This design comes from an exercise in tuning for small area, a short achievable clock period and few clock cycles on the open sky130 flow, not from production work. Where RTL was checked, it was by simulation tests only, not by an equivalence proof against the original. Function not checked in runs 5 and 6: the RTL went through the layout flow alone. In every run shown here, the design's own scripts or RTL, not TritonCTS, make the clock network. The clock input has no modelled driver; a real chip could not lean on it and would need a root buffer or a full tree. Power figures rest on the tool's default switching activity, not on a simulated workload.

### config.mk
export PLATFORM = sky130hd
export DESIGN_NAME = procik
export DESIGN_NICKNAME = procik
export VERILOG_FILES = /design/flow/design.v
export SDC_FILE = /design/flow/constraint.sdc
export NUM_CORES = 4
export LEC_CHECK = 0
export CAP_MARGIN = 20
export CORE_MARGIN = 2
export CORE_UTILIZATION = 40
export SETUP_SLACK_MARGIN = 3.1
export SLEW_MARGIN = 20
### constraint.sdc
create_clock -name core_clock -period 5.0 [get_ports {clock}]
set_input_delay 1.0000 -clock core_clock [delete_from_list [all_inputs] [get_ports {clock}]]
set_output_delay 1.0000 -clock core_clock [all_outputs]
set_load 0.01 [all_outputs]
### design.v
module procik (clock, reset,
               mem_addr, mem_din, mem_dout, mem_csb, mem_web, halted);
input clock, reset;
output [7:0] mem_addr;
output [15:0] mem_din;
input [15:0] mem_dout;
output mem_csb, mem_web;
output halted;
reg s_a, s_b, s_c, s_c2, s_d;
reg halted_q;
reg [7:0] addr_q;       
reg [7:0] pc;           
reg csb_q, we_q;        
reg [15:0] din_q;
reg stale_q;            
reg ld_q;               
reg [2:0] ldr_q;        
reg wb_q;               
reg [2:0] wbr_q;        
reg [15:0] r [0:7];     
assign mem_addr = addr_q;
assign mem_din = din_q;
assign mem_csb = csb_q;
assign mem_web = !we_q;
assign halted = halted_q;
wire is_load  = (mem_dout[15:12] == 4'd1);
wire is_store = (mem_dout[15:12] == 4'd2);
wire is_halt  = !is_load && !is_store;
wire [2:0] rsel = mem_dout[10:8];
wire [7:0] inc = pc + 8'd1;
wire hazard = ld_q && is_store && (ldr_q == rsel);
wire dec_b = s_b;
wire dec_c = s_c && !stale_q;
wire [7:0] rhot = (8'd1 << rsel) & {8{!s_c2}};
reg [15:0] rdata;
integer k;
always @(*) begin
  rdata = s_c2 ? mem_dout : 16'd0;
  for (k = 0; k < 8; k = k + 1)
    rdata = rdata | (r[k] & {16{rhot[k]}});
end
always @(posedge clock)
  din_q <= rdata;
reg rst_q;
always @(posedge clock)
  rst_q <= reset;
wire [15:0] wdata = mem_dout & {16{!rst_q}};
integer j;
always @(posedge clock)
  for (j = 0; j < 8; j = j + 1)
    if (rst_q || (wb_q && wbr_q == j)) r[j] <= wdata;
always @(posedge clock) begin
  ldr_q <= rsel;
  wbr_q <= ldr_q;
  stale_q <= is_store && (mem_dout[7:0] == addr_q);
end
always @(posedge clock or posedge reset)
  if (reset) begin
    s_a <= 1'b1;
    s_b <= 1'b0;
    s_c <= 1'b0;
    s_c2 <= 1'b0;
    s_d <= 1'b0;
    halted_q <= 1'b0;
    csb_q <= 1'b0;
    we_q <= 1'b0;
    ld_q <= 1'b0;
    wb_q <= 1'b0;
  end else begin
    s_a <= s_d || (s_c && stale_q);
    s_b <= s_a;
    s_c <= s_b && !is_halt;
    s_c2 <= dec_c && !is_halt && hazard;
    s_d <= s_c2 || (dec_c && !is_halt && !hazard);
    halted_q <= halted_q || ((dec_b || dec_c) && is_halt);
    csb_q <= halted_q || ((dec_b || dec_c) && (is_halt || hazard));
    we_q <= s_c2 || ((dec_b || dec_c) && is_store && !hazard);
    ld_q <= (dec_b || dec_c) && is_load;
    wb_q <= ld_q;
  end
always @(posedge clock or posedge reset)
  if (reset) begin
    addr_q <= 8'd0;
    pc <= 8'd0;
  end else begin
    if (s_a || dec_c) pc <= inc;
    if (s_a) addr_q <= inc;
    else if (s_b || dec_c) addr_q <= mem_dout[7:0];
    else if (s_c || s_d) addr_q <= pc;
  end
endmodule
### flow/run.sh
#!/bin/bash
# The standard ORFS layout, except that the clock tree is built by
# flow/manual_cts.tcl: two levels of clock buffers placed by k-means over the
# flip-flops, in place of TritonCTS (shorter clock latency), and port
# buffers that start as buf_2 (timing repair upsizes the ones that need it).
set -euo pipefail
here=$(pwd)
bash standard.sh "PRE_CTS_TCL=$here/flow/manual_cts.tcl" \
  "BUFFER_PORTS_ARGS=-buffer_cell sky130_fd_sc_hd__buf_2" finish > "$here/orfs_make.log" 2>&1
test -f out/final.def
### flow/manual_cts.tcl
# Sourced by ORFS's cts.tcl before clock_tree_synthesis (PRE_CTS_TCL).
# Builds a two-level clock tree: the clock port drives NBUF clock buffers,
# each driving NSUB buffers that drive the flip-flops of part of its region,
# and replaces clock_tree_synthesis with a no-op.
set nbuf 4
if {[info exists ::env(MANUAL_CTS_NBUF)]} { set nbuf $::env(MANUAL_CTS_NBUF) }
set bufcell sky130_fd_sc_hd__clkbuf_16
if {[info exists ::env(MANUAL_CTS_BUF)]} { set bufcell $::env(MANUAL_CTS_BUF) }
set block [ord::get_db_block]
set clknet [$block findNet clock]
set sinks {}
foreach it [$clknet getITerms] {
  if {[$it isInputSignal]} { lappend sinks $it }
}
puts "manual_cts: [llength $sinks] sinks, $nbuf buffers of $bufcell"
# sink positions
set pts {}
foreach it $sinks {
  set b [[$it getInst] getBBox]
  lappend pts [list [expr {([$b xMin] + [$b xMax]) / 2}] [expr {([$b yMin] + [$b yMax]) / 2}] $it]
}
# k-means with equal-size-ish clusters: start from sorted strips
proc kmeans {pts k iters} {
  set n [llength $pts]
  set sorted [lsort -integer -index 0 $pts]
  set cents {}
  for {set c 0} {$c < $k} {incr c} {
    set grp [lrange $sorted [expr {$c * $n / $k}] [expr {($c + 1) * $n / $k - 1}]]
    set sx 0; set sy 0
    foreach p $grp { set sx [expr {$sx + [lindex $p 0]}]; set sy [expr {$sy + [lindex $p 1]}] }
    lappend cents [list [expr {$sx / [llength $grp]}] [expr {$sy / [llength $grp]}]]
  }
  set cap [expr {($n + $k - 1) / $k + 2}]
  for {set it 0} {$it < $iters} {incr it} {
    # capacitated assignment: greedy by distance
    set pairs {}
    set i 0
    foreach p $pts {
      for {set c 0} {$c < $k} {incr c} {
        set d [expr {abs([lindex $p 0] - [lindex $cents $c 0]) + abs([lindex $p 1] - [lindex $cents $c 1])}]
        lappend pairs [list $d $i $c]
      }
      incr i
    }
    set pairs [lsort -real -index 0 $pairs]
    array unset asg; array unset cnt
    for {set c 0} {$c < $k} {incr c} { set cnt($c) 0 }
    foreach pr $pairs {
      lassign $pr d i c
      if {[info exists asg($i)]} continue
      if {$cnt($c) >= $cap} continue
      set asg($i) $c; incr cnt($c)
    }
    set new {}
    for {set c 0} {$c < $k} {incr c} { set ax($c) 0; set ay($c) 0 }
    for {set i 0} {$i < $n} {incr i} {
      set c $asg($i)
      set ax($c) [expr {$ax($c) + [lindex $pts $i 0]}]
      set ay($c) [expr {$ay($c) + [lindex $pts $i 1]}]
    }
    for {set c 0} {$c < $k} {incr c} {
      lappend new [list [expr {$ax($c) / max(1,$cnt($c))}] [expr {$ay($c) / max(1,$cnt($c))}]]
    }
    set cents $new
  }
  set res {}
  for {set i 0} {$i < $n} {incr i} { lappend res $asg($i) }
  return [list $cents $res]
}
# level 1: nbuf regions, each driven by one buffer from the clock port;
# level 2: nsub buffers per region, each driving the nearby flip-flops
set nsub 4
if {[info exists ::env(MANUAL_CTS_NSUB)]} { set nsub $::env(MANUAL_CTS_NSUB) }
set subcell sky130_fd_sc_hd__clkbuf_8
if {[info exists ::env(MANUAL_CTS_SUBBUF)]} { set subcell $::env(MANUAL_CTS_SUBBUF) }
lassign [kmeans $pts $nbuf 12] cents asg
set master [[ord::get_db] findMaster $bufcell]
set submaster [[ord::get_db] findMaster $subcell]
proc mkbuf {block master name innet x y} {
  set inst [odb::dbInst_create $block $master $name]
  set net [odb::dbNet_create $block "net_$name"]
  $net setSigType CLOCK
  [$inst findITerm A] connect $innet
  [$inst findITerm X] connect $net
  $inst setLocation $x $y
  $inst setPlacementStatus PLACED
  return $net
}
for {set c 0} {$c < $nbuf} {incr c} {
  set grp {}
  set i 0
  foreach p $pts {
    if {[lindex $asg $i] == $c} { lappend grp $p }
    incr i
  }
  set k [expr {min($nsub, [llength $grp])}]
  lassign [kmeans $grp $k 12] scents sasg
  # level-1 buffer at the middle of its level-2 buffers
  set sx 0; set sy 0
  foreach sc $scents { set sx [expr {$sx + [lindex $sc 0]}]; set sy [expr {$sy + [lindex $sc 1]}] }
  set l1net [mkbuf $block $master "clkbuf_l1_$c" $clknet [expr {$sx / $k}] [expr {$sy / $k}]]
  for {set s 0} {$s < $k} {incr s} {
    set l2net($s) [mkbuf $block $submaster "clkbuf_l2_${c}_$s" $l1net [lindex $scents $s 0] [lindex $scents $s 1]]
  }
  set i 0
  foreach p $grp {
    set it [lindex $p 2]
    $it disconnect
    $it connect $l2net([lindex $sasg $i])
    incr i
  }
}
$clknet setSigType CLOCK
set_propagated_clock [all_clocks]
proc clock_tree_synthesis {args} { puts "manual_cts: clock_tree_synthesis skipped" }
### standard.sh
#!/bin/bash
# synth_recipe.tcl (not shown) runs the flow's synth.tcl, then flattens the netlist and writes it again
# the make line also repeats each setting of config.mk as NAME=value (left out here)
make -C /OpenROAD-flow-scripts/flow DESIGN_CONFIG=/design/flow/config.mk WORK_HOME=/design/flow/orfs CLKGATE_MAP_FILE= SYNTH_SCRIPT=/design/flow/synth_recipe.tcl "${@:-finish}"
==> results of run 1 <==
==> through the flow <==
stage                     instances  power [µW]  instance area (µm²)
after detailed placement        682        1907                 7352
after global placement          682        1900                 7352
after global routing            715        2851                 7888
final                           715        2761                 7888
after floorplan                 431        1829                 6985
after CTS                       708        2776                 7791
==> cells by family after synthesis <==
logic type,Yosys count
DFF,178
AOI/OAI and AO/OA,99
and+or+nand+nor,95
buffers and inverters,33
xor gates and xnor gates,24
muxes,1
adders and majority gates,1
==> how the worst max path moves through the flow <==
stage / end / cells past startpoint / startpoint / slack (ns)
2_1_floorplan: din_q[13] / 6 / mem_dout[9] / 2.95
3_3_place_gp: din_q[4] / 5 / mem_dout[8] / 2.20
3_5_place_dp: din_q[4] / 5 / mem_dout[8] / 2.18
4_1_cts: din_q[15] / 6 / mem_dout[10] / 3.11
5_1_grt: din_q[10] / 6 / mem_dout[10] / 3.08
6_report: din_q[3] / 6 / mem_dout[10] / 3.12
==> synthesized netlist by cell type (all sizes together) (2+ instances only) <==
| cell | number |
|---|---|
| dfxtp | 24 |
| nor4 | 3 |
| a21oi | 3 |
| a22o | 18 |
| nor2b | 19 |
| nor4bb | 2 |
| and3 | 3 |
| a221oi | 17 |
| a31o | 5 |
| nand2b | 2 |
| a21o | 3 |
| clkbuf | 3 |
| and2 | 2 |
| inv | 7 |
| nand3 | 20 |
| nor3b | 5 |
| nor4b | 3 |
| a211oi | 4 |
| nand2 | 12 |
| a222oi | 16 |
| buf | 23 |
| o21ai | 5 |
| dfrtp | 25 |
| nor3 | 3 |
| a2111oi | 2 |
| xnor2 | 18 |
| edfxtp | 128 |
| a22oi | 15 |
| xor2 | 6 |
| nor2 | 13 |
| o211ai | 3 |
| a41o | 3 |
| or2 | 2 |
| nand4 | 3 |
==> state kept, by name, indices dropped and copies added (netlist names), 3 cells and up <==
name,cells
ldr_q,3
wbr_q,3
din_q,16
r,128
addr_q,8
pc,8
==> layer usage <==
metal	wire length (µm)	share of wire	vias up
met3	897	0.055	26
met1	7042	0.43	2046
met4	379	0.023	0
met2	8048	0.49	133
li1	-	-	1823
met5	0	0	-
==> power groups by stage <==
| stage | Sequential (µW) | Clock, µW | Combinational (µW) |
|---|---|---|---|
| after global routing | 1700 | 944 | 205 |
| after detailed placement | 1730 | 0 | 178 |
| after floorplan | 1730 | 0 | 101 |
| after global placement | 1730 | 0 | 175 |
| after CTS | 1700 | 895 | 186 |
| final | 1690 | 876 | 190 |
==> critical path, delay by kind of cell <==
| kind | cells | cell delay (ns) |
|---|---|---|
| buffers and inverters | 3 | 0.45 |
| AOI/OAI and AO/OA | 1 | 0.29 |
| and+or+nand+nor | 2 | 0.28 |
==> area by class of cell <==
cell class,count,area [µm²],area share
timing repair buffer,65,459.2,0.05822
sequential,178,4980,0.6313
buffer,20,320.3,0.04061
multi-input combinational,220,1821,0.2308
inverter,7,26.28,0.003331
tap,225,281.5,0.03569
==> what timing repair did <==
| action | CTS | global route |
|---|---|---|
| resized for setup | 25 | 10 |
| endpoints found under the setup margin | 48 | 23 |
| buffers inserted | 6 | 7 |
| pin swaps | 4 | 4 |
| endpoints found under the hold margin | 0 | 0 |
==> run notes, run 1 <==
status=no timing/DRC/antenna violations; pwr/cell area=roughly 350 nW/µm²; Die W=135.5 µm; Startpoint Class=input pin; Hold Fails Final Rpt=0; Clock transition at path regs=roughly 0.08 ns; Hold Path Depth=0; drc violations=0; most common cell after layout, fill and taps aside=edfxtp_1; gr busiest metal=met2; XOR/XNOR Fraction of Synth Area=0.03038; core area=~17000 µm²; routed wire length=between 15 and 20 mm; Final Setup Violations=0; DR pass1 iterations=5; grt met3 use=0.02282; kind of critical path=in2reg; fmax=between 0.5 and 0.6 GHz; EDFF count, synth=roughly 130; Ys Warns=2; initial antenna violation count=0; top_reg_cell synth=edfxtp_1; Initial Utilization=0.4042; Pint=2169 µW; Comb pwr share=0.069; GR Util met1=0.2384; Worst Setup Slack post-DPL=2.178 ns; Post-Syn Area per Cell=16.05 µm²; grt ovf=0; hold_sp=ldr_q[2]; first-pass GRT wire length=24.65 mm; Total Nets Final=about 510; # fillers=1529; Slew Viols, Final=0; clock network fraction of total power=0.317; fin crit period=between 1.5 and 2 ns; Setup TNS=0 ns; Synth Area in Compound Gates=0.1280; GRT Util Overall=0.1773; RD Place Congestion=0.7845; leak pwr=0.002975 µW; post-synthesis mux area share=0.001447; Yosys top cell area share=0.5555; full die area=roughly 18000 µm²; Worst setup EP type=flip-flop; crit-path cells=buf_12 > nor4bb_4 > buf_6 > buf_4 > a221oi_1 > nand3_1; Slew headroom=0.5772; Clock Latency Late Sink=about 0.29 ns; Worst EP required=roughly 5.2 ns; Cell Rows=between 40 and 50; post-synthesis simple-gate area fraction=0.08698; Synth cell types=53; average wire per standard cell=between 20 and 25 µm; antenna fix cells=0; WHS=around 0.37 ns; Die Span Y=135.5 µm; post-DP HPWL=around 9.6 mm; routed vias=4028; hold endpoint=wbr_q[2]; ys async rst share=0.1461; worst reg2reg path startpoint=s_c2; FF-to-FF path depth=5; CP Max Fanout=15; Synth Area in Adders=0.001808; top cells by area, synth=edfxtp_1 56%, dfrtp_1 9.0%, dfxtp_1 6.9%, a222oi_1 2.3%, xnor2_1 2.3%; area of the mapped netlist=a little under 7000 µm²; port bufs=44; Worst EP arrival=around 2.0 ns; Area Growth Syn to Fin=14.00%; Reg-to-Reg End=din_q[10]; Peak VDD IR=slightly below 200 µV; syn_nets=450; DR iter-0 viols=between 300 and 400; I/O Pins=45; CP peak stage delay=between 0.2 and 0.3 ns; largest family of logic cells by synthesized area=compound AO/OA/AOI/OAI gates; clk_skew=around 0.024 ns; final core occ=0.4608; crit path max-delay cell type=a221oi_1; R2R Setup Slk=between 3 and 4 ns; Seq/Total Area, Yosys=0.7192; Switching Fraction=0.2143; P_sw=~600 µW; fin crit share=0.3761; worst hold path type=reg2reg; most frequent cells in the layout=128 x edfxtp_1, 41 x buf_2, 24 x dfrtp_1, 24 x dfxtp_1, 20 x nand3_1; max cap viols=0; RSZ-0062 raised after global routing=yes; layout cells sized above 1=0.2531; worst slew pin tran=~0.63 ns; sequential share of power=0.614; met2 Usage GRT=0.3096; final worst setup slack=slightly above 3 ns; CTS Hold Bufs=0; vias in the first global route=around 4.1k; post-DR vias/cell=5.634; #FFs+latches synth=~180; dominant cell type by area after synthesis=edfxtp_1; pin count of the biggest net entering global routing=27; Final ANT Viol Nets=0; Gate Count Post-Synth=between 400 and 500
Testbench counts, summed over its fixed seeds: cycles 8,284.
==> run 2: changes to the inputs <==
--- a/config.mk
+++ b/config.mk
@@ -9,3 +9,3 @@
 export CORE_MARGIN = 2
-export CORE_UTILIZATION = 40
+export CORE_UTILIZATION = 48
 export SETUP_SLACK_MARGIN = 3.1
==> run 2 against run 1 <==
Effect of this change:
- still clean
- flip-flop and latch count did not move
- hold slack got worse by 0.00091 ns
- sequential power barely moved
- critical path type unchanged
- critical endpoint is now din_q[10]
==> run notes, run 2 <==
fmax=0.5226 GHz (-1.7%); Area Growth Syn to Fin=13.53%; Yosys top cell area share=0.5555 (unchanged); Slew Viols, Final=0 (unchanged); crit-path most repeated cell=buf_8; most frequent cells in the layout=128 x edfxtp_1, 41 x buf_2, 24 x dfrtp_1; RD Place Congestion=0.7835 (-0.13%); Final ANT Viol Nets=0 (unchanged); Startpoint Class=input pin; GRT Util Overall=0.2116 (+0.03431); Reg-to-Reg End=r[4][12]; grt ovf=0 (unchanged); largest delay contributor family on the critical path=simple AND/OR/NAND/NOR gates; routed wire length=16.25 mm (-0.70%); average wire per standard cell=24.22 µm (+5.8%); CP peak stage delay=0.51 ns (+0.22 ns); Clock transition at path regs=0.08 ns (about the same); max cap viols=0 (unchanged); antenna fix cells=0 (unchanged); initial antenna violation count=0 (unchanged); core area=13990 µm² (-18%); EDFF count, synth=128 (unchanged); layout cells sized above 1=0.2648 (+0.01170); crit path max-delay cell type=nor4bb_4; post-DR vias/cell=6.048 (+7.4%); worst reg2reg path startpoint=wb_q; port bufs=44 (unchanged); Worst EP required=5.23 ns (+0.07 ns); Hold Fails Final Rpt=0 (unchanged); DR iter-0 viols=446 (+47%); Hold Path Depth=0 (unchanged); WP depth=6 (unchanged); crit-path cells=buf_8 > nor4bb_4 > buf_8 > a22o_1 > a221oi_2 > nand3_1; Total Nets Final=512 (+0.20%); Final Setup Violations=0 (unchanged); dominant cell type by area after synthesis=edfxtp_1; WHS=0.3688 ns (-0.0009130 ns); post-DP HPWL=9.335 mm (-2.6%); syn_nets=450 (unchanged); FF-to-FF path depth=2 (-3); Clock Latency Late Sink=0.28 ns (about the same); first-pass GRT wire length=23.91 mm (-3.0%); post-place instance area=7288 µm² (-0.87%); pwr/cell area=349.8 nW/µm² (about the same); ys async rst share=0.1461 (unchanged); Post-Syn Area per Cell=16.05 µm² (unchanged); Reg with most FFs=r; drc violations=0 (unchanged); Worst EP arrival=2.14 ns (+0.10 ns); vias in the first global route=3964 (-3.8%); Gate Count Post-Synth=431 (unchanged); I/O Pins=45 (unchanged); max reg flops=128 (unchanged); clk_skew=0.02642 ns (+0.002858 ns); commonest cells in the netlist=128 x edfxtp_1, 25 x dfrtp_1, 24 x dfxtp_1, 20 x nand3_1, 19 x nor2b_1; Die Span Y=124.1 µm (-8.5%); fin crit share=0.3827 (+0.006602); CP endpoint=din_q[10]; worst slew pin tran=0.6706 ns (+0.04125 ns); #FFs+latches synth=178 (unchanged); Setup TNS=0 ns (unchanged); top-count cell post-synth=edfxtp_1; status=no timing/DRC/antenna violations; fin crit period=1.913 ns (+0.03301 ns); Peak VDD IR=193.3 µV (+0.38%); Worst setup EP type=flip-flop; Ys Warns=2 (unchanged); top cells by area, synth=edfxtp_1 56%, dfrtp_1 9.0%, dfxtp_1 6.9%, a222oi_1 2.3%, xnor2_1 2.3%; most common cell after layout, fill and taps aside=edfxtp_1; Cell Rows=43 (-10%); DR pass1 iterations=5 (unchanged); Slew headroom=0.5495 (-0.02770); Die W=124.1 µm (-8.5%); largest registers=r x128, din_q x16; pin count of the biggest net entering global routing=27 (unchanged); worst hold path type=reg2reg; kind of critical path=in2reg; full die area=15390 µm² (-16%); Synth cell types=53 (unchanged); R2R Setup Slk=3.27 ns (+0.06 ns); design area=7855 µm² (-0.41%); Worst Path Buf+Inv=2 (-1); CP Max Fanout=12 (-3); routed vias=4058 (+0.74%); top_reg_cell synth=edfxtp_1; Seq/Total Area, Yosys=0.7192 (unchanged); leak pwr=0.002988 µW (+0.42%); Initial Utilization=0.4946 (+0.09039); crit path launch=mem_dout[10]; area of the mapped netlist=6919 µm² (unchanged); RSZ-0062 raised after global routing=yes
run 2: power by group:
part	internal (µW)	switching, µW
registers	1670	30.4
logic	70.0	118
clock network	430	430
total	2170	578
run 2: worst min-delay path by stage:
stage,from,to,slack [ns]
6_report,ldr_q[2],wbr_q[2],0.37
5_1_grt,ldr_q[1],wbr_q[1],0.38
4_1_cts,ldr_q[2],wbr_q[2],0.37
3_5_place_dp,ldr_q[2],wbr_q[2],0.36
3_3_place_gp,ldr_q[2],wbr_q[2],0.36
2_1_floorplan,ldr_q[0],wbr_q[0],0.35
run 2: final cells by class:
class                           instances  area [µm²]
Fill cell                            1135        6133
Tap cell                              180       225.2
Timing Repair Buffer                   66       456.7
Sequential cell                       178        4979
Buffer                                 20       320.3
Multi-Input combinational cell        220        1848
Inverter                                7       26.28
run 2: stage by stage:
stage,util,worst slack [ns],total power (µW),std cells
detailed placement,0.5210,2.360,1904,636
global placement,0.5210,2.371,1900,636
CTS,0.5521,3.093,2759,661
global route,0.5615,3.073,2842,671
floorplan,-,2.952,1829,431
finish,0.5615,3.087,2747,671
run 2: repair_timing:
action                     4_1_cts  5_1_grt
gates cloned                     2        1
setup endpoints to repair      154       14
resized for setup               27       10
pin swaps                        3        9
hold buffers                     0        0
buffers inserted                 3        9
run 2: per-layer routing:
layer | part of all wire | track usage | up-vias
li1 | - | - | 1831
met1 | 0.43 | 0.2946 | 2067
met2 | 0.50 | 0.3600 | 134
met3 | 0.048 | 0.02518 | 26
met4 | 0.023 | 0.04635 | 0
met5 | 0 | 0 | -
run 2: cells by family (layout without fill, tap and decap cells):
family / count (synthesis) / count (layout) / share of synthesized area
and+or+nand+nor: 95 / 95 / 0.08698
DFF: 178 / 178 / 0.7192
xor gates and xnor gates: 24 / 24 / 0.03038
muxes: 1 / 1 / 0.001447
AOI/OAI and AO/OA: 99 / 99 / 0.1280
buffers and inverters: 33 / 93 / 0.03219
adders and majority gates: 1 / 1 / 0.001808
==> run 3: changes to the inputs <==
--- a/config.mk
+++ b/config.mk
@@ -9,3 +9,3 @@
 export CORE_MARGIN = 2
-export CORE_UTILIZATION = 48
+export CORE_UTILIZATION = 30
 export SETUP_SLACK_MARGIN = 3.1
==> run 3 against run 2 <==
Effect of this change:
- still clean on timing, DRC and antenna
- synthesized cell count did not move
- hold slack got worse by 0.016 ns
- die area rose by 58%
- worst setup slack improved by 0.013 ns
- via count rose by 1.9%
- total power rose by 0.62%
- final area rose by 4.0%
- critical path type unchanged
==> run notes, run 3 <==
Synth cell types=53 (unchanged); EDFF count, synth=128 (unchanged); Hold Path Depth=0 (unchanged); worst slew pin tran=0.9745 ns (+0.3038 ns); Worst Path Buf+Inv=3 (+1); kind of critical path=in2reg; Gate Count Post-Synth=431 (unchanged); Worst EP required=5.16 ns (-0.07 ns); max cap viols=0 (unchanged); Clock transition at path regs=0.08 ns (about the same); crit-path cells=buf_12 > and4bb_4 > buf_4 > buf_4 > a222oi_1 > nand3_1; # fillers=2124 (+87%); FF-to-FF path depth=2 (unchanged); crit path launch=mem_dout[8]; fmax=0.5263 GHz (+0.70%); post-DR vias/cell=5.246 (-13%); Clock Latency Late Sink=0.28 ns (about the same); max reg flops=128 (unchanged); routed vias=4134 (+1.9%); top_reg_cell synth=edfxtp_1; ys async rst share=0.1461 (unchanged); RD Place Congestion=0.8321 (+6.2%); Overall Power=2764 µW (+0.62%); DR iter-0 viols=485 (+8.7%); commonest cells in the netlist=128 x edfxtp_1, 25 x dfrtp_1, 24 x dfxtp_1, 20 x nand3_1, 19 x nor2b_1; top cells by area, synth=edfxtp_1 56%, dfrtp_1 9.0%, dfxtp_1 6.9%, a222oi_1 2.3%, xnor2_1 2.3%; leak pwr=0.003080 µW (+3.1%); area of the mapped netlist=6919 µm² (unchanged); most common cell after layout, fill and taps aside=edfxtp_1; hold endpoint=wbr_q[1]; Reg with most FFs=r; clk_skew=0.02266 ns (-0.003756 ns); Area Growth Syn to Fin=18.05%; Die Span Y=155.9 µm (+26%); Slew headroom=0.3503 (-0.1992); dominant cell type by area after synthesis=edfxtp_1; most frequent cells in the layout=128 x edfxtp_1, 41 x buf_2, 24 x dfrtp_1, 24 x dfxtp_1, 20 x nand3_1; GRT Util Overall=0.1369 (-0.07466); vias in the first global route=4106 (+3.6%); Yosys top cell area share=0.5555 (unchanged); Peak VDD IR=200.9 µV (+3.9%); hold_sp=ldr_q[1]; Hold Fails Final Rpt=0 (unchanged); pin count of the biggest net entering global routing=27 (unchanged); crit path max-delay cell type=a222oi_1; largest delay contributor family on the critical path=buffers and inverters; CP Max Fanout=13 (+1); grt ovf=0 (unchanged); syn_nets=450 (unchanged); Die W=155.9 µm (+26%); Worst EP arrival=2.06 ns (-0.08 ns); status=no timing/DRC/antenna violations; layout cells sized above 1=0.2763 (+0.01158); Slew Viols, Final=0 (unchanged); RSZ-0062 raised after global routing=yes; drc violations=0 (unchanged); worst reg2reg path startpoint=rst_q; Reg-to-Reg End=r[3][13]; first-pass GRT wire length=25.70 mm (+7.5%); R2R Setup Slk=3.16 ns (-0.11 ns); Total Nets Final=524 (+2.3%); post-place instance area=7427 µm² (+1.9%); Startpoint Class=input pin; initial antenna violation count=0 (unchanged); Cell Rows=55 (+28%); fin crit period=1.900 ns (-0.01332 ns); Initial Utilization=0.3056 (-0.1890); antenna fix cells=0 (unchanged); top-count cell post-synth=edfxtp_1; core area=22640 µm² (+62%); full die area=24290 µm² (+58%); Final ANT Viol Nets=0 (unchanged); post-DP HPWL=10.08 mm (+7.9%); #FFs+latches synth=178 (unchanged); average wire per standard cell=21.93 µm (-9.5%); DR pass1 iterations=5 (unchanged); Worst setup EP type=flip-flop; routed wire length=17.28 mm (+6.3%); pwr/cell area=338.5 nW/µm² (-3.2%); design area=8168 µm² (+4.0%); I/O Pins=45 (unchanged); largest registers=r x128, din_q x16; Seq/Total Area, Yosys=0.7192 (unchanged); Setup TNS=0 ns (unchanged); port bufs=44 (unchanged); Final Setup Violations=0 (unchanged); Post-Syn Area per Cell=16.05 µm² (unchanged); CP peak stage delay=0.27 ns (-0.24 ns); fin crit share=0.3800 (-0.002664); worst hold path type=reg2reg; crit-path most repeated cell=buf_4; Ys Warns=2 (unchanged)
[run 3: layout make-up]
cell class,instances,area (µm²),area share
Sequential cell,178,4977,0.6094
Multi-Input combinational cell,220,1848,0.2263
Timing Repair Buffer,78,639.4,0.07828
Tap cell,285,356.6,0.04366
Buffer,20,320.3,0.03922
Inverter,7,26.28,0.003217
[run 3: metrics by stage]
step | setup slack [ns] | utilization | cells | hold slack [ns]
after floorplan | 2.952 | - | 431 | 0.3499
after global placement | 2.334 | 0.3280 | 742 | 0.3578
after detailed placement | 2.277 | 0.3280 | 742 | 0.3554
after CTS | 3.070 | 0.3497 | 773 | 0.3509
after global routing | 3.077 | 0.3608 | 788 | 0.3552
final | 3.100 | 0.3608 | 788 | 0.3526
[run 3: worst max-delay path by stage]
stage / to / slack, ns / cells past startpoint
6_report: din_q[9] / 3.10 / 6
5_1_grt: din_q[9] / 3.08 / 6
4_1_cts: din_q[1] / 3.07 / 6
3_5_place_dp: din_q[1] / 2.28 / 6
3_3_place_gp: din_q[10] / 2.33 / 5
2_1_floorplan: din_q[13] / 2.95 / 6
[run 3: what timing repair did]
action                     in CTS  in global routing
cloned                          2                  2
setup buffers                   9                 12
pin swaps                       5                  7
hold buffers                    0                  0
resized for setup              22                 21
setup endpoints to repair      27                 55
[run 3: cells by family (layout without fill, tap and decap cells)]
kind of cell,count (synthesis),count (layout),share of synthesized area
adder cells (fa/ha/maj),1,1,0.001808
AND/OR/NAND/NOR,95,95,0.08698
buffers and inverters,33,105,0.03219
AO/OA/AOI/OAI,99,99,0.1280
flip-flops,178,178,0.7192
multiplexers,1,1,0.001447
XOR/XNOR,24,24,0.03038
[run 3: routing by layer]
layer | wire length (µm) | vias to the layer above | GRT usage | share of wire
li1 | - | 1853 | - | -
met3 | 1043 | 23 | 0.01889 | 0.060
met2 | 8315 | 160 | 0.2271 | 0.48
met5 | 0 | - | 0 | 0
met1 | 7584 | 2098 | 0.1957 | 0.44
met4 | 338 | 0 | 0.02141 | 0.020
[run 3: power breakdown]
| part | leakage, µW | switching [µW] | total (µW) | internal, µW |
|---|---|---|---|---|
| combinational | 0.00106 | 127 | 209 | 81.7 |
| sequential | 0.00185 | 28.9 | 1700 | 1670 |
| clock | 0.000164 | 427 | 857 | 430 |
==> run 4: changes to the inputs <==
==> flow/run.sh (replaced) <==
#!/bin/bash
# The standard ORFS layout, except that the clock tree is built by
# flow/manual_cts.tcl: two levels of clock buffers placed by k-means over the
# flip-flops, in place of TritonCTS (shorter clock latency), and port
# buffers that start as buf_1 (timing repair upsizes the ones that need it).
set -euo pipefail
here=$(pwd)
bash standard.sh "PRE_CTS_TCL=$here/flow/manual_cts.tcl" \
  "BUFFER_PORTS_ARGS=-buffer_cell sky130_fd_sc_hd__buf_1" finish > "$here/orfs_make.log" 2>&1
test -f out/final.def
--- a/config.mk
+++ b/config.mk
@@ -9,3 +9,3 @@
 export CORE_MARGIN = 2
-export CORE_UTILIZATION = 30
+export CORE_UTILIZATION = 40
 export SETUP_SLACK_MARGIN = 3.1
==> run 4 against run 3 <==
Effect of this change:
- still clean
- via count is 0.63% higher
- final cell count is 7.6% lower
- first-iteration DRC count is 19% lower
- fmax hardly changed
- global-route usage grew 4.3 points
- die area down 24%
- critical path depth shrank 1
- clock power grew 1%
- total power up 0.18%
- sequential share of layout area increased by 0.76 points
- hold slack better by 0.034 ns
- clock skew rose by 0.014 ns
- largest cell class unchanged
- largest power group unchanged
==> run notes, run 4 <==
status=no timing/DRC/antenna violations; largest delay contributor family on the critical path=compound AO/OA/AOI/OAI gates; crit path max-delay cell type=a222oi_1; Worst EP required=5.13 ns (-0.03 ns); fin crit share=0.3802 (about the same); WHS=0.3862 ns (+0.03360 ns); GR Util met1=0.2568 (+0.06114); CP Max Fanout=16 (+3); fmax=0.5261 GHz (about the same); routed wire length=16.90 mm (-2.2%); routed vias=4160 (+0.63%); worst hold path type=reg2reg; vias in the first global route=3957 (-3.6%); RD Place Congestion=0.7732 (-7.1%); initial antenna violation count=0 (unchanged); Hold Fails Final Rpt=0 (unchanged); Cell Rows=48 (-13%); grt ovf=0 (unchanged); Peak VDD IR=182.2 µV (-9.3%); Yosys top cell area share=0.5555 (unchanged); clk_skew=0.03650 ns (+0.01384 ns); worst slew pin tran=0.6468 ns (-0.3277 ns); GRT Util Overall=0.1797 (+0.04271); area of the mapped netlist=6919 µm² (unchanged); top-count cell post-synth=edfxtp_1; CP peak stage delay=0.37 ns (+0.10 ns); Die Span Y=135.5 µm (-13%); most common cell after layout, fill and taps aside=edfxtp_1; crit-path cells=buf_8 > nor4bb_4 > buf_12 > a222oi_1 > nand3_1; syn_nets=450 (unchanged); Die W=135.5 µm (-13%); CTS Hold Bufs=0 (unchanged); antenna fix cells=0 (unchanged); DR pass1 iterations=7 (+2); layout cells sized above 1=0.2048 (-0.07157); pin count of the biggest net entering global routing=27 (unchanged); most frequent cells in the layout=128 x edfxtp_1, 40 x buf_1, 24 x dfrtp_1, 24 x dfxtp_1; Reg with most FFs=r; first-pass GRT wire length=24.74 mm (-3.7%); Synth cell types=53 (unchanged); top_reg_cell synth=edfxtp_1; kind of critical path=in2reg; I/O Pins=45 (unchanged); DR iter-0 viols=393 (-19%); core area=17120 µm² (-24%); Seq/Total Area, Yosys=0.7192 (unchanged); # fillers=1493 (-30%); gr busiest metal=met2; Worst Path Buf+Inv=2 (-1); full die area=18370 µm² (-24%); Final Setup Violations=0 (unchanged); EDFF count, synth=128 (unchanged); post-DR vias/cell=5.714 (+8.9%); Slew headroom=0.5688 (+0.2185); Setup TNS=0 ns (unchanged); largest registers=r x128, din_q x16; max reg flops=128 (unchanged); met2 Usage GRT=0.3037 (+0.07658); average wire per standard cell=23.22 µm (+5.9%); post-DP HPWL=9.661 mm (-4.1%); grt met3 use=0.01684 (-0.002054); Worst EP arrival=2.03 ns (-0.03 ns); port bufs=44 (unchanged); RSZ-0062 raised after global routing=yes; Initial Utilization=0.4042 (+0.09863); max cap viols=0 (unchanged); dominant cell type by area after synthesis=edfxtp_1; Gate Count Post-Synth=431 (unchanged); fin crit period=1.901 ns (+0.0007900 ns); pwr/cell area=343.3 nW/µm² (+1.4%); commonest cells in the netlist=128 x edfxtp_1, 25 x dfrtp_1, 24 x dfxtp_1, 20 x nand3_1, 19 x nor2b_1; Clock transition at path regs=0.07 ns (about the same); Ys Warns=2 (unchanged); Clock Latency Late Sink=0.29 ns (about the same); Area Growth Syn to Fin=16.60%; Startpoint Class=input pin; Worst setup EP type=flip-flop; ys async rst share=0.1461 (unchanged); Post-Syn Area per Cell=16.05 µm² (unchanged); #FFs+latches synth=178 (unchanged); top cells by area, synth=edfxtp_1 56%, dfrtp_1 9.0%, dfxtp_1 6.9%, a222oi_1 2.3%, xnor2_1 2.3%; drc violations=0 (unchanged); Slew Viols, Final=0 (unchanged); Total Nets Final=524 (unchanged); leak pwr=0.002966 µW (-3.7%); Final ANT Viol Nets=0 (unchanged)
==> run 4: cell counts after synthesis <==
Identical to the previous run, type by type.
==> run 4: layer usage <==
layer  up-vias  share of wire  wire [µm]
met5         -              0          0
met4         0          0.018        300
met3        23          0.051        860
met2       143           0.49       8207
met1      2145           0.45       7535
li1       1849              -          -
==> run 4: cell families (layout without fill, tap and decap cells) <==
| logic type | Yosys count | in the layout | synth area share |
|---|---|---|---|
| fa+ha+maj | 1 | 1 | 0.001808 |
| buf+inv | 33 | 105 | 0.03219 |
| flops | 178 | 178 | 0.7192 |
| compound gates | 99 | 99 | 0.1280 |
| mux | 1 | 1 | 0.001447 |
| xor+xnor | 24 | 24 | 0.03038 |
| simple gates | 95 | 95 | 0.08698 |
==> run 4: layout make-up <==
cell class              count  area, µm²  share of cell area
plain buffers              20      320.3             0.03970
flip-flops and latches    178       4977              0.6169
inverters                   7      26.28            0.003257
multi-input cells         220       1887              0.2339
well taps                 225      281.5             0.03489
repair buffers             78      575.6             0.07134
==> run 4: what timing repair did <==
action                                 in CTS  in global routing
setup endpoints to repair                  56                 73
resized for setup                          35                 20
setup buffers                              18                  5
cloned                                      1                  1
endpoints found under the hold margin       0                  0
pin swaps                                  13                 17
==> run 4: per-stage QoR <==
step	area [µm²]	utilization	power, µW	std cells	setup WS [ns]
after CTS	7916	0.4625	2776	721	3.072
final	8068	0.4713	2769	728	3.099
after detailed placement	7297	0.4263	1903	682	1.914
after global routing	8068	0.4713	2854	728	3.059
after floorplan	6985	-	1829	431	2.952
after global placement	7297	0.4263	1897	682	1.977
==> run 4: where the power goes <==
group / internal [µW] / leakage (µW) / switching, µW
Clock: 430 / 0.000164 / 438
Combinational: 76.5 / 0.000947 / 128
Sequential: 1670 / 0.00185 / 28.4
==> run 4: path summary, 6_finish.rpt <==
check | start | end | slack [ns] | depth (start not counted)
max | mem_dout[9] | din_q[1] | 3.10 | 5
min | ldr_q[1] | wbr_q[1] | 0.39 | 0
max reg2reg | s_c2 | din_q[8] | 3.13 | 6
min reg2reg | ldr_q[1] | wbr_q[1] | 0.39 | 0
max in group asynchronous | reset | s_a | 3.82 | 3
min in group asynchronous | reset | csb_q | 0.67 | 2
==> run 4: worst register-to-register path, delay by kind of cell, from the launching register on <==
family | cells | cell delay [ns]
flops | 1 | 0.59
buf+inv | 2 | 0.46
compound gates | 2 | 0.42
simple gates | 2 | 0.23
==> run 5: changes to the inputs <==
--- a/design.v
+++ b/design.v
@@ -63,3 +63,2 @@
     s_d <= 1'b0;
-    halted_q <= 1'b0;
     csb_q <= 1'b0;
@@ -74,3 +73,2 @@
     s_d <= s_c2 || (dec_c && !is_halt && !hazard);
-    halted_q <= halted_q || ((dec_b || dec_c) && is_halt);
     csb_q <= halted_q || ((dec_b || dec_c) && (is_halt || hazard));
@@ -81,11 +79,14 @@
 always @(posedge clock or posedge reset)
-  if (reset) begin
-    addr_q <= 8'd0;
+  if (reset)
     pc <= 8'd0;
-  end else begin
-    if (s_a || dec_c) pc <= inc;
-    if (s_a) addr_q <= inc;
-    else if (s_b || dec_c) addr_q <= mem_dout[7:0];
-    else if (s_c || s_d) addr_q <= pc;
-  end
+  else if (s_a || dec_c)
+    pc <= inc;
+always @(posedge clock)
+  if (reset) halted_q <= 1'b0;
+  else halted_q <= halted_q || ((dec_b || dec_c) && is_halt);
+always @(posedge clock)
+  if (reset) addr_q <= 8'd0;
+  else if (s_a) addr_q <= inc;
+  else if (s_b || dec_c) addr_q <= mem_dout[7:0];
+  else if (s_c || s_d) addr_q <= pc;
 endmodule
==> flow/run.sh (replaced) <==
#!/bin/bash
# The standard ORFS layout, except that the clock tree is built by
# flow/manual_cts.tcl: two levels of clock buffers placed by k-means over the
# flip-flops, in place of TritonCTS (shorter clock latency), and port
# buffers that start as buf_2 (timing repair upsizes the ones that need it).
set -euo pipefail
here=$(pwd)
bash standard.sh "PRE_CTS_TCL=$here/flow/manual_cts.tcl" \
  "BUFFER_PORTS_ARGS=-buffer_cell sky130_fd_sc_hd__buf_2" finish > "$here/orfs_make.log" 2>&1
test -f out/final.def
--- a/config.mk
+++ b/config.mk
@@ -10,3 +10,3 @@
 export CORE_UTILIZATION = 40
-export SETUP_SLACK_MARGIN = 3.1
+export SETUP_SLACK_MARGIN = 3.2
 export SLEW_MARGIN = 20
==> run 5 against run 4 <==
Effect of this change:
- global-route usage up 0.34 points
- core utilization up 2.2 points
- routed wire length up 0.80%
- highest routed layer unchanged
- combinational power up 7%
- still clean
- sequential power about the same
- worst setup slack worse by 0.0017 ns
==> run notes, run 5 <==
Slew Viols, Final=0 (unchanged); Startpoint Class=input pin; area of the mapped netlist=6814 µm² (-1.5%); Synth cell types=52 (-1.9%); top_reg_cell synth=edfxtp_1; Gate Count Post-Synth=430 (-0.23%); Post-Syn Area per Cell=15.85 µm² (-1.3%); top cells by area, synth=edfxtp_1 56%, dfxtp_1 9.7%, dfrtp_1 5.9%, a222oi_1 2.4%, xnor2_1 2.3%; Yosys top cell area share=0.5641 (+0.008568); syn_nets=449 (-0.22%); DR pass1 iterations=5 (-2); EDFF count, synth=128 (unchanged); fmax=0.5256 GHz (about the same); Clock Latency Late Sink=0.28 ns (about the same); largest registers=r x128, din_q x16; layout cells sized above 1=0.3060 (+0.1013); Worst setup EP type=flip-flop; top-count cell post-synth=edfxtp_1; antenna fix cells=0 (unchanged); # fillers=1421 (-4.8%); Final Setup Violations=0 (unchanged); I/O Pins=45 (unchanged); worst hold path type=reg2reg; vias in the first global route=4203 (+6.2%); pin count of the biggest net entering global routing=27 (unchanged); ys async rst share=0.09551 (-0.05056); final core occ=0.4932 (+0.02185); Ys Warns=2 (unchanged); #FFs+latches synth=178 (unchanged); average wire per standard cell=23.25 µm (+0.12%); kind of critical path=in2reg; Reg with most FFs=r; Hold Path Depth=0 (unchanged); CTS Hold Bufs=0 (unchanged); Cell Rows=47 (-2.1%); Seq/Total Area, Yosys=0.7237 (+0.004482); first-pass GRT wire length=25.17 mm (+1.8%); DR iter-0 viols=493 (+25%); CP Max Fanout=7 (-9); full die area=18100 µm² (-1.5%); largest delay contributor family on the critical path=simple AND/OR/NAND/NOR gates; Setup TNS=0 ns (unchanged); most common cell after layout, fill and taps aside=edfxtp_1; fin crit period=1.903 ns (+0.001700 ns); Die W=134.5 µm (-0.74%); RD Place Congestion=0.7656 (-0.98%); Final ANT Viol Nets=0 (unchanged); Worst Setup Slack post-DPL=2.121 ns (+0.2070 ns); GRT Util Overall=0.1830 (+0.003361); post-DR vias/cell=5.671 (-0.75%); leak pwr=0.003092 µW (+4.3%); Worst Path Buf+Inv=1 (-1); Initial Utilization=0.4094 (+0.005203); dominant cell type by area after synthesis=edfxtp_1; status=no timing/DRC/antenna violations; CP peak stage delay=0.46 ns (+0.09 ns); post-DP HPWL=9.322 mm (-3.5%); commonest cells in the netlist=128 x edfxtp_1, 33 x dfxtp_1, 25 x nand3_1, 21 x nor2b_1, 18 x xnor2_1; Area Growth Syn to Fin=20.46%; routed wire length=17.04 mm (+0.80%); clk_skew=0.02056 ns (-0.01594 ns); Peak VDD IR=174.6 µV (-4.2%); Total Nets Final=534 (+1.9%); grt ovf=0 (unchanged); post-place instance area=7327 µm² (+0.41%); crit path max-delay cell type=or4_4; Worst EP required=5.17 ns (+0.04 ns); core area=16640 µm² (-2.8%); routed vias=4157 (-0.072%); port bufs=44 (unchanged); drc violations=0 (unchanged); Worst EP arrival=2.07 ns (+0.04 ns); worst slew pin tran=0.6581 ns (+0.01130 ns); pwr/cell area=339.2 nW/µm² (-1.2%); design area=8208 µm² (+1.7%); Clock transition at path regs=0.07 ns (about the same); Die Span Y=134.5 µm (-0.74%); most frequent cells in the layout=128 x edfxtp_1, 37 x buf_2, 25 x nand3_1, 25 x buf_4, 24 x dfxtp_1; max reg flops=128 (unchanged); fin crit share=0.3805 (about the same); Hold Fails Final Rpt=0 (unchanged); WP depth=5 (unchanged); FF-to-FF path depth=5 (-1); initial antenna violation count=0 (unchanged); final worst setup slack=3.097 ns (-0.001700 ns); RSZ-0062 raised after global routing=yes; max cap viols=0 (unchanged); Slew headroom=0.5613 (-0.007531); crit-path cells=buf_12 > xnor2_4 > nand4_1 > or4_4 > a31o_1
run 5: cell types whose count changed after synthesis, sizes merged, moves of 4 or more:
cell    previous run  this run
nor2              13         7
nand3             20        25
dfrtp             25        16
clkbuf             3         7
buf               23        17
nand2b             2         6
a31oi              0         5
dfxtp             24        33
run 5: metal layers:
metal  share of wire  GRT usage  vias up
li1                -          -     1883
met1            0.41     0.2424     2119
met2            0.51     0.3243      125
met3           0.048    0.02102       30
met4           0.027    0.04327        0
met5               0          0        -
run 5: worst paths after layout:
path	startpoint	end	slack, ns
max in group asynchronous	reset	s_a	4.04
worst max-delay path	mem_dout[9]	s_d	3.10
worst min register to register	ld_q	wb_q	0.39
min in group asynchronous	reset	ld_q	0.71
worst max register to register	s_c2	din_q[12]	3.21
worst min-delay path	ld_q	wb_q	0.39
run 5: area by class of cell:
type                            instances  area (µm²)  share of cell area
Tap cell                              220       275.3             0.03354
Timing Repair Buffer                   87       770.7             0.09390
Buffer                                 20       320.3             0.03902
Sequential cell                       178        4942              0.6021
Multi-Input combinational cell        222        1872              0.2280
Inverter                                6       27.53            0.003354
run 5: power breakdown:
| group | total (µW) | internal [µW] | switching [µW] |
|---|---|---|---|
| Combinational | 218 | 90.3 | 127 |
| Clock | 865 | 430 | 435 |
| Sequential | 1700 | 1670 | 28.3 |
run 5: repair_timing:
item / in CTS / in global routing
cloned: 5 / 1
buffers inserted: 15 / 14
endpoints found under the setup margin: 78 / 35
pin swaps: 19 / 13
gates resized for setup: 46 / 13
run 5: cell families after synthesis:
| kind of cell | share of synthesized area |
|---|---|
| adder cells (fa/ha/maj) | 0.001836 |
| flip-flops | 0.7237 |
| AND/OR/NAND/NOR | 0.09677 |
| AO/OA/AOI/OAI | 0.1166 |
| multiplexers | 0.006060 |
| buffers and inverters | 0.02552 |
| XOR/XNOR | 0.02956 |
run 5: per-stage QoR:
stage          std cells  hold WS [ns]  total power, µW
6_report             733        0.3863             2784
3_5_place_dp         678        0.3625             1914
4_1_cts              718        0.3804             2794
3_3_place_gp         678        0.3599             1908
5_1_grt              733        0.3915             2884
2_1_floorplan        430        0.3499             1836
==> run 6: changes to the inputs <==
--- a/config.mk
+++ b/config.mk
@@ -10,3 +10,3 @@
 export CORE_UTILIZATION = 40
-export SETUP_SLACK_MARGIN = 3.2
+export SETUP_SLACK_MARGIN = 3.1
 export SLEW_MARGIN = 20
==> run 6 against run 5 <==
Effect of this change:
- critical path depth decreased by 1
- combinational power decreased by 6%
- routed wire length decreased by 3.2%
- total power decreased by 0.53%
- first-iteration DRC count increased by 9.1%
- critical endpoint unchanged
- highest routed layer unchanged
==> run notes, run 6 <==
worst slew pin tran=0.9271 ns (+0.2690 ns); Ys Warns=2 (unchanged); CTS Hold Bufs=0 (unchanged); final worst setup slack=3.094 ns (-0.003590 ns); crit path launch=mem_dout[12]; post-DR vias/cell=5.649 (-0.40%); post-DP HPWL=9.322 mm (unchanged); Inst Count DP=678 (unchanged); Setup TNS=0 ns (unchanged); routed vias=4050 (-2.6%); Post-Syn Area per Cell=15.85 µm² (unchanged); Area Growth Syn to Fin=17.08%; layout cells sized above 1=0.2636 (-0.04246); worst hold path type=reg2reg; Reg with most FFs=r; max reg flops=128 (unchanged); syn_nets=449 (unchanged); clock network fraction of total power=0.312 (about the same); core area=16640 µm² (unchanged); CP endpoint=s_d; grt ovf=0 (unchanged); routed wire length=16.50 mm (-3.2%); GRT Util Overall=0.1796 (-0.003422); fmax=0.5246 GHz (-0.19%); Initial Utilization=0.4094 (unchanged); average wire per standard cell=23.02 µm (-0.99%); clk_skew=0.02077 ns (+0.0002125 ns); Die W=134.5 µm (unchanged); Cell Rows=47 (unchanged); Clock Latency Late Sink=0.28 ns (about the same); Slew Viols, Final=0 (unchanged); initial antenna violation count=0 (unchanged); pwr/cell area=347.1 nW/µm² (+2.3%); Comb pwr share=0.074 (-0.004); largest registers=r x128, din_q x16; Switching Fraction=0.2111 (-0.001052); Slew headroom=0.3820 (-0.1793); R2R Setup Slk=3.23 ns (+0.02 ns); Hold Fails Final Rpt=0 (unchanged); Final Setup Violations=0 (unchanged); vias in the first global route=4177 (-0.62%); EDFF count, synth=128 (unchanged); area of the mapped netlist=6814 µm² (unchanged); Clock transition at path regs=0.07 ns (about the same); Final ANT Viol Nets=0 (unchanged); Synth cell types=52 (unchanged); DR pass1 iterations=5 (unchanged); Worst setup EP type=flip-flop; sequential share of power=0.614 (+0.003); top-count cell post-synth=edfxtp_1; worst reg2reg path startpoint=rst_q; final core occ=0.4794 (-0.01383); most common cell after layout, fill and taps aside=edfxtp_1; top_reg_cell synth=edfxtp_1; commonest cells in the netlist=128 x edfxtp_1, 33 x dfxtp_1, 25 x nand3_1, 21 x nor2b_1, 18 x xnor2_1; Worst EP arrival=2.08 ns (about the same); port bufs=44 (unchanged); leak pwr=0.002985 µW (-3.5%); Peak VDD IR=177.6 µV (+1.7%); Yosys top cell area share=0.5641 (unchanged); ys async rst share=0.09551 (unchanged); max cap viols=0 (unchanged); FF-to-FF path depth=2 (-3); Reg-to-Reg End=r[5][0]; #FFs+latches synth=178 (unchanged); pin count of the biggest net entering global routing=27 (unchanged); RSZ-0062 raised after global routing=yes; Non-Filler Instances=717 (-2.2%); Worst EP required=5.17 ns (about the same); drc violations=0 (unchanged); I/O Pins=45 (unchanged); CP Max Fanout=5 (-2); Total Nets Final=518 (-3.0%); WHS=0.3845 ns (-0.001773 ns); Pint=2185 µW (-0.40%); status=no timing/DRC/antenna violations; P_sw=584.5 µW (-1.0%); RD Place Congestion=0.7656 (unchanged); Worst Setup Slack post-DPL=2.121 ns (unchanged); most frequent cells in the layout=128 x edfxtp_1, 41 x buf_2, 33 x dfxtp_1; first-pass GRT wire length=24.81 mm (-1.4%); DR iter-0 viols=538 (+9.1%); Die Span Y=134.5 µm (unchanged); antenna fix cells=0 (unchanged); dominant cell type by area after synthesis=edfxtp_1; Seq/Total Area, Yosys=0.7237 (unchanged); fin crit share=0.3812 (+0.0007180); kind of critical path=in2reg; full die area=18100 µm² (unchanged); top cells by area, synth=edfxtp_1 56%, dfxtp_1 9.7%, dfrtp_1 5.9%, a222oi_1 2.4%, xnor2_1 2.3%; Gate Count Post-Synth=430 (unchanged); Startpoint Class=input pin; fin crit period=1.906 ns (+0.003590 ns)
-- run 6: how the worst min path moves through the flow --
stage                         from        to  cells past startpoint
final                         ld_q      wb_q                      0
after global routing          ld_q      wb_q                      0
after CTS                     ld_q      wb_q                      0
after detailed placement      ld_q      wb_q                      0
after global placement        ld_q      wb_q                      0
after floorplan           ldr_q[0]  wbr_q[0]                      0
-- run 6: routing by layer --
metal,up-vias,GRT usage,share of wire
li1,1846,-,-
met1,2057,0.2337,0.41
met2,121,0.3223,0.51
met3,26,0.02065,0.052
met4,0,0.04386,0.027
met5,-,0,0
-- run 6: layout make-up --
class / count / area, µm²
buffer: 20 / 320.3
fill: 1440 / 8665
inverter: 6 / 23.77
multi-input combinational: 222 / 1856
sequential: 178 / 4931
tap: 220 / 275.3
timing repair buffer: 71 / 571.8
-- run 6: worst max-delay path: stages --
cell and delay, ns:
buf_2 0.16, nand2b_1 0.17, or4_4 0.51, a31o_1 0.23
-- run 6: power by group through the flow --
| stage | clock (µW) | combinational, µW | sequential [µW] |
|---|---|---|---|
| floorplan | 0 | 102 | 1730 |
| global placement | 0 | 177 | 1730 |
| detailed placement | 0 | 181 | 1730 |
| CTS | 883 | 201 | 1700 |
| global route | 945 | 220 | 1710 |
| finish | 864 | 204 | 1700 |
-- run 6: cells by family after synthesis --
kind of cell             Yosys count  share of synthesized area
AND/OR/NAND/NOR                   99                    0.09677
XOR/XNOR                          23                    0.02956
flip-flops                       178                     0.7237
multiplexers                       4                   0.006060
AO/OA/AOI/OAI                     95                     0.1166
adder cells (fa/ha/maj)            1                   0.001836
buffers and inverters             30                    0.02552
-- run 6: timing repair --
| action | 4_1_cts | 5_1_grt |
|---|---|---|
| gates cloned | 3 | 2 |
| buffers inserted | 8 | 6 |
| pin swaps | 8 | 8 |
| resized for setup | 23 | 11 |
| endpoints found under the setup margin | 26 | 39 |
-- run 6: through the flow --
| stage | total power [µW] | area, µm² |
|---|---|---|
| floorplan | 1836 | 6960 |
| global placement | 1908 | 7327 |
| detailed placement | 1914 | 7327 |
| CTS | 2785 | 7889 |
| global route | 2873 | 7978 |
| finish | 2769 | 7978 |

==> what the ideal ports hide <==
The flow's constraints put no driver on any port. The routed layouts listed below were extracted and timed again, unchanged, in two steps.
Step 1 assumes that a clkbuf_16 drives the clock port and a buf_2 every other input.
Step 2 also shifts input and output timing later by t, the mid clock arrival at the registers, as if the neighbouring blocks saw the same clock.
a / b / c = ideal ports / drivers / drivers and shift; a / b = the first two.
run | shift t [ns] | setup WS [ns] | hold slack, ns | worst setup path at the end | worst register clock-pin slew, ns
run 1 | 0.364 | 3.120 / 3.061 / 2.789 | 0.370 / 0.370 / 0.370 | input to register | 0.09 / 0.09
run 2 | 0.365 | 3.087 / 3.046 / 2.754 | 0.369 / 0.369 / 0.369 | input to register | 0.08 / 0.08
run 3 | 0.358 | 3.100 / 3.056 / 2.727 | 0.353 / 0.353 / 0.353 | input to register | 0.08 / 0.08
run 4 | 0.359 | 3.099 / 3.059 / 2.700 | 0.386 / 0.386 / 0.386 | input to register | 0.09 / 0.09
run 5 | 0.365 | 3.097 / 3.069 / 2.703 | 0.386 / 0.386 / 0.386 | input to register | 0.09 / 0.09
run 6 | 0.363 | 3.094 / 3.037 / 2.673 | 0.384 / 0.384 / 0.384 | input to register | 0.09 / 0.09
After both steps setup and hold are still met in every run listed. The setup slack of run 6, which loses most, moves by -0.057 ns with the drivers and by -0.421 ns with both steps.
